This design comes from an exercise in tuning for small area and a short achievable clock period on the open sky130 flow, not from production work. RTL that was checked went through simulation tests only; none was proved equivalent to the original. Only the layout flow was run in run 1; the RTL was not checked for function there.

==> flow/design.v (outline; a module is shown in full before it is edited, if it fits) <==
// module part2: 1165 lines
module part2 (
    clear,
    clock,
    digit,
    digit_valid,
    end_of_line,
    total,
    line_result
);
  // ...
==> flow/flow/run.sh <==
#!/bin/bash
# The standard layout (standard.sh), with these changes:
#  - synthesis leaves adders to ABC as plain gates (ADDER_MAP_FILE empty: no
#    full or half adder cells), so ABC can restructure the arithmetic;
#  - ABC's area script maps for a delay target (flow/abc_area.script) instead
#    of the unreachable default, so it can recover area off the critical paths;
set -euo pipefail
here=$(pwd)
rm -rf "$here/synth_scripts"
cp -r "$FLOW_HOME/scripts" "$here/synth_scripts"
cp "$here/flow/abc_area.script" "$here/synth_scripts/abc_area.script"
bash standard.sh ADDER_MAP_FILE= SCRIPTS_DIR="$here/synth_scripts" synth > synth.log 2>&1
export BUFFER_PORTS_ARGS="-buffer_cell sky130_fd_sc_hd__buf_2"
bash standard.sh ADDER_MAP_FILE= "BUFFER_PORTS_ARGS=$BUFFER_PORTS_ARGS" finish > layout.log 2>&1
==> flow/flow/abc_area.script <==
strash
dch -f
map -D 2500 -A 2
topo
stime -c
buffer -c
upsize -c -D 2500
dnsize -c -D 2500
==> flow/standard.sh <==
#!/bin/bash
# synth_recipe.tcl (not shown) runs the flow's synth.tcl, then flattens the netlist and writes it again
# the make line also repeats each setting of config.mk as NAME=value (left out here)
make -C /OpenROAD-flow-scripts/flow DESIGN_CONFIG=/design/flow/config.mk WORK_HOME=/design/flow/orfs CLKGATE_MAP_FILE= SYNTH_SCRIPT=/design/flow/synth_recipe.tcl "${@:-finish}"
==> flow/config.mk <==
export PLATFORM = sky130hd
export DESIGN_NAME = part2
export DESIGN_NICKNAME = part2
export VERILOG_FILES = /design/flow/design.v
export SDC_FILE = /design/flow/constraint.sdc
export NUM_CORES = 4
export LEC_CHECK = 0
export ABC_AREA = 1
export CAP_MARGIN = 20
export CORE_MARGIN = 2
export CORE_UTILIZATION = 40
export SETUP_SLACK_MARGIN = 2.6
export SLEW_MARGIN = 20
==> flow/constraint.sdc <==
create_clock -name core_clock -period 6.5 [get_ports {clock}]
set_input_delay 1.3000 -clock core_clock [delete_from_list [all_inputs] [get_ports {clock}]]
set_output_delay 1.3000 -clock core_clock [all_outputs]
set_load 0.01 [all_outputs]
==> results_dict.tcl, run 1 <==
set metrics [dict create \
    min_path_type "flip-flop to flip-flop" \
    cp_slowest_cell "dfxtp_2" \
    drc_errors 0 \
    coreArea_um2 43300 \
    regArea_um2 3260 \
    die_w_um 214 \
    path_clk_slew_ns 0.07 \
    multi_input_area_um2 12200 \
    cp_max_fo 3 \
    grt_pass1_vias 15800 \
    worst_pin_slew_ns 0.781 \
    largest-register "tot" \
    seq_cell_count 162 \
    grt.overflow.total 0 \
    netlist_area_um2 17600 \
    status "complete, no violations" \
    syn_to_final_growth_pct 9.64 \
    grt_max_degree 65 \
    fin_crit_ns 3.71 \
    cts_setup_buffers 3 \
    cap_violations 0 \
    crit_top_cell "nand2_2" \
    reg_top3 "tot: 64 flops, z: 44 flops, ls: 40 flops" \
    htree_levels 4 \
    synth-edff-count 0 \
]
==> inputs of run 2 (changes only) <==
--- a/flow/design.v
+++ b/flow/design.v
@@ -17,17 +17,18 @@
     reg [47:4] z;        
     reg [3:0] x0;        
     reg [39:0] ls;       
     reg [4:0] lg;        
     reg [5:1] lp;        
     reg [63:0] tot;
     integer k;
     reg  [11:1] shr;     
-    wire [3:0]  y0 = (shr[1] | (x0 < digit)) ? digit : x0;
+    wire        sh0 = shr[1] | (x0 < digit);    
+    wire [3:0]  y0 = sh0 ? digit : x0;
     wire [47:0] y = {z, y0};
     reg  [11:1] ysh;
     always @(*) begin
         ysh[11] = y[47:44] < y[43:40];
         for (k = 10; k >= 1; k = k - 1)
             ysh[k] = ysh[k + 1] | (y[4 * k +: 4] < y[4 * k - 4 +: 4]);
     end
     reg  [47:4] zn;
==> flow/flow/abc_area.script (replaced) <==
strash
dch -f
map -D 2500 -A 0.9
topo
stime -c
buffer -c
upsize -c -D 2500
dnsize -c -D 2500
==> flow/config.mk (replaced) <==
export PLATFORM = sky130hd
export DESIGN_NAME = part2
export DESIGN_NICKNAME = part2
export VERILOG_FILES = /design/flow/design.v
export SDC_FILE = /design/flow/constraint.sdc
export NUM_CORES = 4
export LEC_CHECK = 0
export ABC_AREA = 1
export CAP_MARGIN = 20
export CORE_MARGIN = 2
export CORE_UTILIZATION = 40
export SETUP_SLACK_MARGIN = 2.45
export SLEW_MARGIN = 20
==> run 2 against run 1 <==
Compared with the run above: cell area down 8.9%; wire length decreased by 4.0%; still clean; global-route usage increased by 0.59 points; first-iteration DRC count up 20%; core utilization down 0.36 points; register-to-register slack lost 0.17 ns; cell count down 17%; flip-flop and latch count did not move; sequential share of layout area is 1.6 points higher; via count decreased by 8.4%; die area decreased by 8.2%.
==> results_dict.tcl, run 2 <==
set metrics [dict create \
    path_clk_slew_ns 0.07 \
    final_nets 2902 \
    vias_per_cell 4.77 \
    synth_ff_type "dfxtp_1" \
    die_y_um 205 \
    largest_reg_flops 64 \
    ant_nets 0 \
    drc_errors 0 \
    num_vias 16400 \
    yosysTopAreaCell "dfxtp_1" \
    grt.overflow.total 0 \
    reg2reg_depth 18 \
    fin_crit_ns 3.78 \
    cap_violations 0 \
    start_util 0.406 \
    rows 73 \
    fin_crit_sh 0.582 \
    finalHoldViolCount 0 \
    final_common_cell "nand2_1" \
    wl_per_cell_um 13.0 \
    track_usage 0.215 \
    largest-register "tot" \
    holdBufCountCts 0 \
    critical_path_arrival_ns 2.48 \
    hold_path_end "tot[57]$_SDFFE_PP0P_" \
    drt-total-wl_um 44600 \
    synth_cell_types 52 \
    first_iter_violations 1159 \
    crit_start "lg[0]$_SDFFE_PP0P_" \
    netlist_area_um2 16100 \
    syn_inst 2828 \
    ios 120 \
    grt_first_pass_wirelength_um 73000 \
    htree_levels 4 \
    cts_tree "done" \
    root_buffer "clkbuf_16" \
    async_flop_share 0 \
    setup_tns_ns 0 \
    yosysTopAreaCellShare 0.201 \
    drv_slew 0 \
    holdPathStages 2 \
    cp_max_fo 5 \
    rrSetupSlack_ns 2.78 \
    worstSetupStartpointType "flip-flop" \
    clk_latency_ns 0.47 \
    rsz0062_at_grt "true" \
    dr.pass1.iters 5 \
    min_path_type "flip-flop to flip-flop" \
    cts_sinks 162 \
    status "complete, no violations" \
    port_buffers 111 \
    drive_above_1_share 0.104 \
    netlist_top_cells_count "nand2_1, nor2_1, inv_1" \
    ys_warn_count 1 \
    ys_top_cells_by_area "dfxtp_1, nand2_1, nor2_1" \
    mostFrequentLayoutCells "nand2_1, nor2_1, inv_1" \
    numCtsBuffers 17 \
    synth-edff-count 0 \
    die_w_um 205 \
    relSlewSlack 0.287 \
    grt_max_degree 93 \
    n_antenna_cell 0 \
    cp-end-kind "primary output" \
    gp_congestion 0.945 \
    setup_viol 0 \
    reg_top3 "tot: 64 flops, z: 44 flops, ls: 40 flops" \
    worst_pin_slew_ns 1.06 \
    rr_endpoint "ls[26]$_SDFFE_PP0P_" \
    antenna_found_initial 0 \
    ys_seq_area_frac 0.201 \
    avgSynthCellArea_um2 5.71 \
    die-area_um2 42000 \
    cp_data_required_time_ns 5.20 \
    final_util 0.442 \
    syn_to_final_growth_pct 8.93 \
    synth.most_common_cell "nand2_1" \
    clock_skew_ns 0.0127 \
    synth_seq_cells 162 \
    max_freq_mhz 264 \
    coreArea_um2 39700 \
    holdWs_ns 0.475 \
    grt_pass1_vias 14800 \
    path_class "flip-flop to primary output" \
    min_from "tot[57]$_SDFFE_PP0P_" \
    clock_path_buffers 2 \
    dp_hpwl_um 35600 \
    r2r-start "z[43]$_SDFFE_PP0P_" \
]
run 2: changes by cell type after synthesis, sizes merged, moves of 8 or more:
cell	delta
xor2	+8
o21ai	+222
nand2	-502
nor3	+18
nand2b	-11
a21oi	+171
or2	-16
nand3	+15
inv	-132
nor2	-412
xnor2	+18
run 2: worst max-delay path by stage:
stage	to	slack [ns]
2_1_floorplan	ls[6]$_SDFFE_PP0P_	2.82
3_3_place_gp	ls[6]$_SDFFE_PP0P_	2.43
3_5_place_dp	ls[6]$_SDFFE_PP0P_	2.42
4_1_cts	line_result[39]	2.48
5_1_grt	ls[27]$_SDFFE_PP0P_	2.44
6_report	line_result[39]	2.72
run 2: metrics by stage:
step | instances | instance area, um2 | setup slack, ns
final | 3432 | 17600 | 2.72
after global routing | 3432 | 17600 | 2.44
after CTS | 3431 | 17600 | 2.48
after detailed placement | 3399 | 17000 | 2.42
after global placement | 3399 | 17000 | 2.43
after floorplan | 2835 | 16200 | 2.82
run 2: what timing repair did:
item | CTS | global route
setup endpoints to repair | 1 | 12
setup buffers | 0 | 1
pin swaps | 1 | 1
gates resized for setup | 1 | 4
run 2: kinds of logic after synthesis:
kind of cell	count (synthesis)	synth area share
adder cells (fa/ha/maj)	2	0.00124
buffers and inverters	430	0.109
AO/OA/AOI/OAI	480	0.157
other	1	0.000232
XOR/XNOR	251	0.143
flip-flops	162	0.201
AND/OR/NAND/NOR	1502	0.389
run 2: area by class of cell:
cell class,instances,area (um2)
flip-flops and latches,162,3250
clock buffers,21,460
inverters,352,1320
fillers,4253,22200
well taps,525,657
repair buffers,118,608
clock inverters,11,97.6
multi-input cells,2243,11200
run 2: layer usage:
metal	routed length, um	up-vias	share of wire	GRT usage
met5	0	-	0	0
met4	725	0	0.016	0.0595
met3	1920	37	0.043	0.0294
met2	19600	307	0.44	0.356
met1	22300	7198	0.50	0.292
li1	-	8843	-	-
run 2: critical path, stage by stage, from the launching register on:
cell and delay (ns):
dfxtp_1 0.35, nand2_1 0.09, nand2_2 0.09, a21oi_4 0.20, inv_2 0.08, a21oi_4 0.18, inv_1 0.08, a21oi_1 0.17
nor2_1 0.09, nand2_1 0.08, nor2_1 0.06, nand2_1 0.11, xor2_2 0.19, inv_1 0.10, buf_2 0.15
==> inputs of run 3 (changes only) <==
--- a/flow/config.mk
+++ b/flow/config.mk
@@ -10,4 +10,4 @@
 export CORE_MARGIN = 2
 export CORE_UTILIZATION = 40
-export SETUP_SLACK_MARGIN = 2.45
+export SETUP_SLACK_MARGIN = 2.75
 export SLEW_MARGIN = 20
==> run 3 against run 2 <==
Compared with the run above: cell count rose by 0.17%; maximum frequency rose by 4.1%; core utilization increased by 0.68 points; global-route usage about the same; wire length increased by 0.17%; highest routed layer unchanged.
==> results_dict.tcl, run 3 <==
set metrics [dict create \
    worst_pin_slew_ns 1.05 \
    final_nets 2908 \
    cp_cell_sequence "nand2_4, nand2_4, a21oi_4, inv_2, a21oi_4, inv_2, a21oi_2, nor2_2, nand2_2, nor2_2, nand2_2, xor2_2, inv_2, buf_6" \
    place_ws_ns 2.42 \
    reg_top3 "tot: 64 flops, z: 44 flops, ls: 40 flops" \
    largest-register "tot" \
    start_util 0.406 \
    yosysTopAreaCell "dfxtp_1" \
    die_w_um 205 \
    max_freq_mhz 275 \
    netlist_top_cells_count "nand2_1, nor2_1, inv_1" \
    max_stage_delay_ns 0.37 \
    path_class "flip-flop to primary output" \
    holdWs_ns 0.475 \
    drive_above_1_share 0.128 \
    min_from "tot[57]$_SDFFE_PP0P_" \
    largest_reg_flops 64 \
    cp_slowest_cell "dfxtp_4" \
    cp_max_fo 5 \
    die_y_um 205 \
    setup_viol 0 \
    crit_start "lg[0]$_SDFFE_PP0P_" \
    root_buffer "clkbuf_16" \
    yosysTopAreaCellShare 0.201 \
    path_clk_slew_ns 0.07 \
    grt.overflow.total 0 \
    clock_path_buffers 2 \
    final_util 0.449 \
    synth-edff-count 0 \
    fin_crit_ns 3.64 \
    drt-total-wl_um 44600 \
    cp_data_required_time_ns 5.20 \
    relSlewSlack 0.296 \
    ant_nets 0 \
    ios 120 \
    min_path_type "flip-flop to flip-flop" \
    cts_sinks 162 \
    port_buffers 111 \
    wl_per_cell_um 13.0 \
    syn_to_final_growth_pct 10.6 \
    ys_seq_area_frac 0.201 \
    rows 73 \
    antenna_found_initial 0 \
    critPathTopFamily "compound AO/OA/AOI/OAI gates" \
    num_vias 16400 \
    synth_ff_type "dfxtp_1" \
    mostFrequentLayoutCells "nand2_1, nor2_1, inv_1" \
    clk_latency_ns 0.47 \
    netlist_area_um2 16100 \
    dp_hpwl_um 35600 \
    holdBufCountCts 0 \
    n_antenna_cell 0 \
    grt_pass1_vias 14900 \
    r2r-start "z[40]$_SDFFE_PP0P_" \
    worstSetupStartpointType "flip-flop" \
    first_iter_violations 1218 \
    track_usage 0.215 \
    synth.most_common_cell "nand2_1" \
    setup_ws_ns 2.86 \
    avgSynthCellArea_um2 5.71 \
    fin_crit_sh 0.559 \
    crit_top_cell "inv_2" \
    critical_path_arrival_ns 2.34 \
    timing.critical_path.buf_inv 4 \
    setup_tns_ns 0 \
    syn_inst 2828 \
    coreArea_um2 39700 \
    synth_seq_cells 162 \
    die-area_um2 42000 \
    htree_levels 4 \
    cp-end-kind "primary output" \
    async_flop_share 0 \
    cap_violations 0 \
    dr.pass1.iters 5 \
    numCtsBuffers 17 \
    rsz0062_at_grt "true" \
    ys_warn_count 1 \
    final_common_cell "nand2_1" \
    vias_per_cell 4.78 \
    grt_max_degree 93 \
    status "complete, no violations" \
    drc_errors 0 \
    grt_first_pass_wirelength_um 73000 \
    synth_cell_types 52 \
    gp_congestion 0.945 \
    clock_skew_ns 0.0159 \
    ys_top_cells_by_area "dfxtp_1, nand2_1, nor2_1" \
    drv_slew 0 \
    finalHoldViolCount 0 \
    cts_tree "done" \
]
[run 3: cell counts after synthesis]
Identical to the previous run, type by type.
[run 3: stage by stage]
stage / std cells / cell area, um2
after detailed placement: 3399 / 17000
after floorplan: 2835 / 16200
final: 3438 / 17800
after CTS: 3434 / 17600
after global placement: 3399 / 17000
after global routing: 3438 / 17800
[run 3: path summary, 6_finish.rpt]
| kind | endpoint | slack (ns) | cells past startpoint |
|---|---|---|---|
| setup reg to reg | z[7]$_SDFFE_PP0P_ | 3.01 | 20 |
| setup / recovery | line_result[39] | 2.86 | 14 |
| hold reg to reg | tot[57]$_SDFFE_PP0P_ | 0.47 | 2 |
| hold / removal | tot[57]$_SDFFE_PP0P_ | 0.47 | 2 |
[run 3: worst min-delay path, cell delays in order, from the launching register on]
cell and delay, ns:
dfxtp_1 0.33, inv_1 0.05, a21oi_1 0.05
[run 3: cell type report]
type	count	area (um2)
inverter	352	1340
clock buffer	21	460
clock inverter	11	97.6
timing repair buffer	124	659
tap	525	657
sequential	162	3290
multi-input combinational	2243	11300
fill	4249	21900
[run 3: cells by family after synthesis]
group / share of synthesized area
buffers and inverters: 0.109
other: 0.000232
AND/OR/NAND/NOR: 0.389
AO/OA/AOI/OAI: 0.157
adder cells (fa/ha/maj): 0.00124
XOR/XNOR: 0.143
flip-flops: 0.201
[run 3: what timing repair did]
action                     CTS  global route
setup endpoints to repair    9            68
buffers inserted             3             4
cloned                       0             0
pin swaps                    4            15
resized for setup           10            87
[run 3: layer usage]
layer  up-vias  routed length, um  global-route usage  share of wire
li1       8849                  -                   -              -
met1      7222              22100               0.292           0.50
met2       326              19800               0.356           0.44
met3        41               2030              0.0294          0.046
met4         0                736              0.0595          0.016
met5         -                  0                   0              0
==> inputs of run 4 (changes only) <==
--- a/flow/config.mk
+++ b/flow/config.mk
@@ -10,4 +10,4 @@
 export CORE_MARGIN = 2
 export CORE_UTILIZATION = 40
-export SETUP_SLACK_MARGIN = 2.75
+export SETUP_SLACK_MARGIN = 2.6
 export SLEW_MARGIN = 20
==> run 4 against run 3 <==
Compared with the run above: global-route usage barely moved; die area did not move; synthesized cell count did not move; wire length fell by 0.32%; core utilization fell by 0.49 points; critical path depth did not move; register-to-register slack got worse by 0.06 ns; critical path type unchanged.
==> results_dict.tcl, run 4 <==
set metrics [dict create \
    clock_path_buffers 2 \
    status "complete, no violations" \
    n_antenna_cell 0 \
    cp-end-kind "primary output" \
    cts_sinks 162 \
    ios 120 \
    drv_slew 0 \
    numCtsBuffers 17 \
    synth_ff_type "dfxtp_1" \
    port_buffers 111 \
    syn_to_final_growth_pct 9.38 \
    wl_per_cell_um 13.0 \
    critical_path_arrival_ns 2.38 \
    grt.overflow.total 0 \
    die_w_um 205 \
    worst_pin_slew_ns 1.03 \
    synth.most_common_cell "nand2_1" \
    dr.pass1.iters 5 \
    final_common_cell "nand2_1" \
    holdPathStages 2 \
    cp_data_required_time_ns 5.20 \
    grt_max_degree 93 \
    cap_violations 0 \
    rsz0062_at_grt "false" \
    clock_skew_ns 0.0133 \
    die-area_um2 42000 \
    htree_levels 4 \
    yosysTopAreaCell "dfxtp_1" \
    setup_tns_ns 0 \
    synth_cell_types 52 \
    synth-edff-count 0 \
    placed_cells 3399 \
    dp_hpwl_um 35600 \
    path_class "flip-flop to primary output" \
    track_usage 0.215 \
    ys_seq_area_frac 0.201 \
    ys_warn_count 1 \
    root_buffer "clkbuf_16" \
    grt_first_pass_wirelength_um 73000 \
    min_path_type "flip-flop to flip-flop" \
    fin_crit_ns 3.68 \
    max_freq_mhz 272 \
    netlist_area_um2 16100 \
    gp_congestion 0.945 \
    syn_inst 2828 \
    yosysTopAreaCellShare 0.201 \
    drt-total-wl_um 44500 \
    synth_seq_cells 162 \
    first_iter_violations 1173 \
    die_y_um 205 \
    ant_nets 0 \
    worstSetupStartpointType "flip-flop" \
    cp_max_fo 5 \
    largest-register "tot" \
    num_vias 16400 \
    ys_top_cells_by_area "dfxtp_1, nand2_1, nor2_1" \
    reg2reg_depth 17 \
    rrSetupSlack_ns 2.95 \
    clk_latency_ns 0.47 \
    start_util 0.406 \
    avgSynthCellArea_um2 5.71 \
    drc_errors 0 \
    setup_viol 0 \
    coreArea_um2 39700 \
    relSlewSlack 0.311 \
    rows 73 \
    fin_crit_sh 0.566 \
    finalHoldViolCount 0 \
    cts_tree "done" \
    netlist_top_cells_count "nand2_1, nor2_1, inv_1" \
    stdcell_count 3433 \
    reg_top3 "tot: 64 flops, z: 44 flops, ls: 40 flops" \
    grt_pass1_vias 14800 \
    final_nets 2903 \
    largest_reg_flops 64 \
    mostFrequentLayoutCells "nand2_1, nor2_1, inv_1" \
    vias_per_cell 4.78 \
    path_clk_slew_ns 0.07 \
    async_flop_share 0 \
    drive_above_1_share 0.113 \
    antenna_found_initial 0 \
]
-- run 4: cell counts after synthesis --
No cell type changed its count.
-- run 4: worst max-delay path, stage by stage (launching register included) --
cell,delay [ns]
dfxtp_2,0.35
nand2_1,0.07
nand2_2,0.09
a21oi_4,0.20
inv_2,0.08
a21oi_4,0.17
inv_1,0.09
a21oi_2,0.14
nor2_1,0.08
nand2_1,0.09
nor2_2,0.06
nand2_2,0.08
xor2_2,0.17
inv_1,0.10
buf_2,0.15
-- run 4: final timing paths --
| path | startpoint | end |
|---|---|---|
| worst max-delay path | lg[0]$_SDFFE_PP0P_ | line_result[39] |
| worst min-delay path | tot[57]$_SDFFE_PP0P_ | tot[57]$_SDFFE_PP0P_ |
| worst max register to register | z[47]$_SDFFE_PP0P_ | ls[26]$_SDFFE_PP0P_ |
| worst min register to register | tot[57]$_SDFFE_PP0P_ | tot[57]$_SDFFE_PP0P_ |
-- run 4: logic make-up after synthesis --
family	Yosys count	synth area share
AO/OA/AOI/OAI	480	0.157
XOR/XNOR	251	0.143
adder cells (fa/ha/maj)	2	0.00124
buffers and inverters	430	0.109
flip-flops	162	0.201
other	1	0.000232
AND/OR/NAND/NOR	1502	0.389
-- run 4: cell type report --
type / instances / area [um2]
sequential: 162 / 3270
multi-input combinational: 2243 / 11200
tap: 525 / 657
clock inverter: 11 / 97.6
fill: 4249 / 22100
inverter: 352 / 1320
clock buffer: 21 / 460
timing repair buffer: 119 / 616
-- run 4: per-layer routing --
metal | track usage | wire length (um) | up-vias | part of all wire
li1 | - | - | 8850 | -
met1 | 0.292 | 22200 | 7189 | 0.50
met2 | 0.355 | 19500 | 323 | 0.44
met3 | 0.0294 | 2050 | 42 | 0.046
met4 | 0.0595 | 736 | 0 | 0.017
met5 | 0 | 0 | - | 0
-- run 4: metrics by stage --
stage | area, um2 | utilization | hold slack, ns | setup slack (ns)
global placement | 17000 | 0.428 | 0.447 | 2.43
finish | 17600 | 0.444 | 0.475 | 2.82
global route | 17600 | 0.444 | 0.495 | 2.58
floorplan | 16200 | - | 0.445 | 2.82
CTS | 17600 | 0.442 | 0.480 | 2.61
detailed placement | 17000 | 0.428 | 0.469 | 2.42
-- run 4: repair_timing --
item,in CTS,in global routing
hold buffers,0,0
setup buffers,1,1
resized for setup,3,31
pin swaps,2,4
endpoints found under the setup margin,3,31
==> inputs of run 5 (changes only) <==
--- a/flow/flow/run.sh
+++ b/flow/flow/run.sh
@@ -11,4 +11,4 @@
 cp "$here/flow/abc_area.script" "$here/synth_scripts/abc_area.script"
 bash standard.sh ADDER_MAP_FILE= SCRIPTS_DIR="$here/synth_scripts" synth > synth.log 2>&1
-export BUFFER_PORTS_ARGS="-buffer_cell sky130_fd_sc_hd__buf_2"
+export BUFFER_PORTS_ARGS="-buffer_cell sky130_fd_sc_hd__buf_1"
 bash standard.sh ADDER_MAP_FILE= "BUFFER_PORTS_ARGS=$BUFFER_PORTS_ARGS" finish > layout.log 2>&1
==> run 5 against run 4 <==
Compared with the run above: still clean; flip-flop and latch count stayed put; clock skew is 0.0013 ns higher; critical path depth stayed put; critical path type unchanged; largest cell class unchanged.
==> results_dict.tcl, run 5 <==
set metrics [dict create \
    status "complete, no violations" \
    synth_cell_types 52 \
    drv_slew 0 \
    vias_per_cell 4.82 \
    final_util 0.442 \
    drt-total-wl_um 45300 \
    ant_nets 0 \
    cp_max_fo 3 \
    grt.overflow.total 0 \
    start_util 0.406 \
    synth_top_family_by_area "simple AND/OR/NAND/NOR gates" \
    ios 120 \
    critical_path_arrival_ns 2.41 \
    drc_errors 0 \
    cp_slowest_cell "dfxtp_1" \
    antenna_found_initial 0 \
    track_usage 0.219 \
    grt_first_pass_wirelength_um 73800 \
    cts_sinks 162 \
    dp_hpwl_um 36100 \
    drive_above_1_share 0.0770 \
    clock_skew_ns 0.0145 \
    fin_crit_sh 0.571 \
    max_freq_mhz 269 \
    dr.pass1.iters 6 \
    die_y_um 205 \
    fin_crit_ns 3.71 \
    netlist_top_cells_count "nand2_1, nor2_1, inv_1" \
    holdBufCountCts 0 \
    clock_path_buffers 2 \
    synth-xor-area-share 0.143 \
    regArea_um2 3270 \
    setup_tns_ns 0 \
    htree_levels 4 \
    synth.most_common_cell "nand2_1" \
    synth_mux_area_frac 0 \
    mostFrequentLayoutCells "nand2_1, nor2_1, inv_1" \
    path_clk_slew_ns 0.07 \
    clk_latency_ns 0.47 \
    syn_inst 2828 \
    max_stage_delay_ns 0.33 \
    finalHoldViolCount 0 \
    syn_to_final_growth_pct 8.72 \
    first_iter_violations 1135 \
    nFillCells 4312 \
    relSlewSlack 0.323 \
    num_vias 16600 \
    synth-edff-count 0 \
    wl_per_cell_um 13.2 \
    yosysTopAreaCellShare 0.201 \
    n_antenna_cell 0 \
    synth_fa_ha_area_frac 0.00124 \
    cp_data_required_time_ns 5.20 \
    netlist_area_um2 16100 \
    synth_seq_cells 162 \
    synthSimpleGateAreaFrac 0.389 \
    ys_warn_count 1 \
    critPathTopFamily "compound AO/OA/AOI/OAI gates" \
    ys_seq_area_frac 0.201 \
    multi_input_area_um2 11200 \
    worst_pin_slew_ns 1.01 \
    coreArea_um2 39700 \
    die_w_um 205 \
    async_flop_share 0 \
    reg_top3 "tot: 64 flops, z: 44 flops, ls: 40 flops" \
    cts_tree "done" \
    largest-register "tot" \
    cp-end-kind "primary output" \
    rsz0062_at_grt "false" \
    largest_reg_flops 64 \
    path_class "flip-flop to primary output" \
    timing.critical_path.buf_inv 4 \
    avgSynthCellArea_um2 5.71 \
    worstSetupStartpointType "flip-flop" \
    final_nets 2904 \
    die-area_um2 42000 \
    min_path_type "flip-flop to flip-flop" \
    gp_congestion 0.917 \
    yosysTopAreaCell "dfxtp_1" \
    synth_ff_type "dfxtp_1" \
    final_common_cell "nand2_1" \
    rows 73 \
    grt_max_degree 91 \
    cap_violations 0 \
    setup_viol 0 \
    numCtsBuffers 17 \
    port_buffers 111 \
    root_buffer "clkbuf_16" \
    ys_top_cells_by_area "dfxtp_1, nand2_1, nor2_1" \
    synth-compound-area-share 0.157 \
    grt_pass1_vias 14700 \
    cp_cell_sequence "nand2_1, nand2_2, a21oi_4, inv_2, a21oi_4, inv_1, a21oi_2, nor2_1, nand2_1, nor2_2, nand2_2, xor2_2, inv_1, buf_1" \
]
## run 5: cell counts after synthesis
Identical to the previous run, type by type.
## run 5: per-layer routing
layer	vias up	global-route usage	routed length, um
li1	8852	-	-
met1	7305	0.300	22500
met2	345	0.359	20100
met3	48	0.0231	1950
met4	0	0.0678	771
met5	-	0	0
## run 5: worst reg2reg max path: cells and delay by family, from the launching register on
| family | cells | cell delay [ns] |
|---|---|---|
| AO/OA/AOI/OAI | 8 | 0.88 |
| buffers and inverters | 2 | 0.27 |
| flip-flops | 1 | 0.40 |
| AND/OR/NAND/NOR | 10 | 1.92 |
## run 5: stage by stage
stage	setup slack [ns]	hold WS (ns)	instance area, um2	std cells
2_1_floorplan	2.82	0.445	16200	2835
3_3_place_gp	2.45	0.442	16900	3400
3_5_place_dp	2.44	0.461	16900	3400
4_1_cts	2.58	0.470	17500	3433
5_1_grt	2.58	0.495	17500	3434
6_report	2.79	0.477	17500	3434
## run 5: cell type report
cell class / instances / area share
Multi-Input combinational cell: 2243 / 0.641
Sequential cell: 162 / 0.186
Inverter: 352 / 0.0753
Tap cell: 525 / 0.0374
Timing Repair Buffer: 120 / 0.0277
Clock buffer: 20 / 0.0255
Clock inverter: 12 / 0.00706
## run 5: path summary, 6_finish.rpt
kind                         from                   end  slack (ns)  depth (start not counted)
max            lp[0]$_SDFFE_PP0P_       line_result[39]        2.79                         14
max reg2reg    z[40]$_SDFFE_PP0P_     z[5]$_SDFFE_PP0P_        2.90                         20
min          tot[57]$_SDFFE_PP0P_  tot[57]$_SDFFE_PP0P_        0.48                          2
min reg2reg  tot[57]$_SDFFE_PP0P_  tot[57]$_SDFFE_PP0P_        0.48                          2
## run 5: cells by family after synthesis
family                     after synthesis
DFF                                    162
AOI/OAI and AO/OA                      480
xor gates and xnor gates               251
other                                    1
adders and majority gates                2
and+or+nand+nor                       1502
buffers and inverters                  430
## run 5: repair_timing
item,CTS,global route
pin swaps,1,5
hold endpoints to repair,0,0
buffers inserted,1,1
setup endpoints to repair,2,57
gates resized for setup,2,36

==> what the ideal ports hide <==
The results above use ideal ports. As a check the final layouts listed here were re-extracted and re-timed, cells and wires unchanged.
Step 1 assumes that a clkbuf_16 drives the clock port and a buf_2 every other input.
Step 2 moves the port delays by t, midway between the first and last clock arrival at a register: inputs arrive t later, outputs are due t later. That takes back most of the time a late clock gives input paths.
Slacks: ideal ports / drivers / drivers and shift; pairs: ideal ports / drivers.
run | t (ns) | slack for setup (ns) | cell pins on the clock port's net
run 1 | 0.534 | 2.786 / 2.729 / 2.537 | 1
run 2 | 0.512 | 2.717 / 2.666 / 2.433 | 1
run 3 | 0.512 | 2.864 / 2.814 / 2.576 | 1
run 4 | 0.513 | 2.820 / 2.769 / 2.471 | 1
run 5 | 0.512 | 2.789 / 2.735 / 2.531 | 1
After both steps setup and hold are still met in every run listed. The setup slack of run 4, which loses most, moves by -0.051 ns with the drivers and by -0.349 ns with both steps.
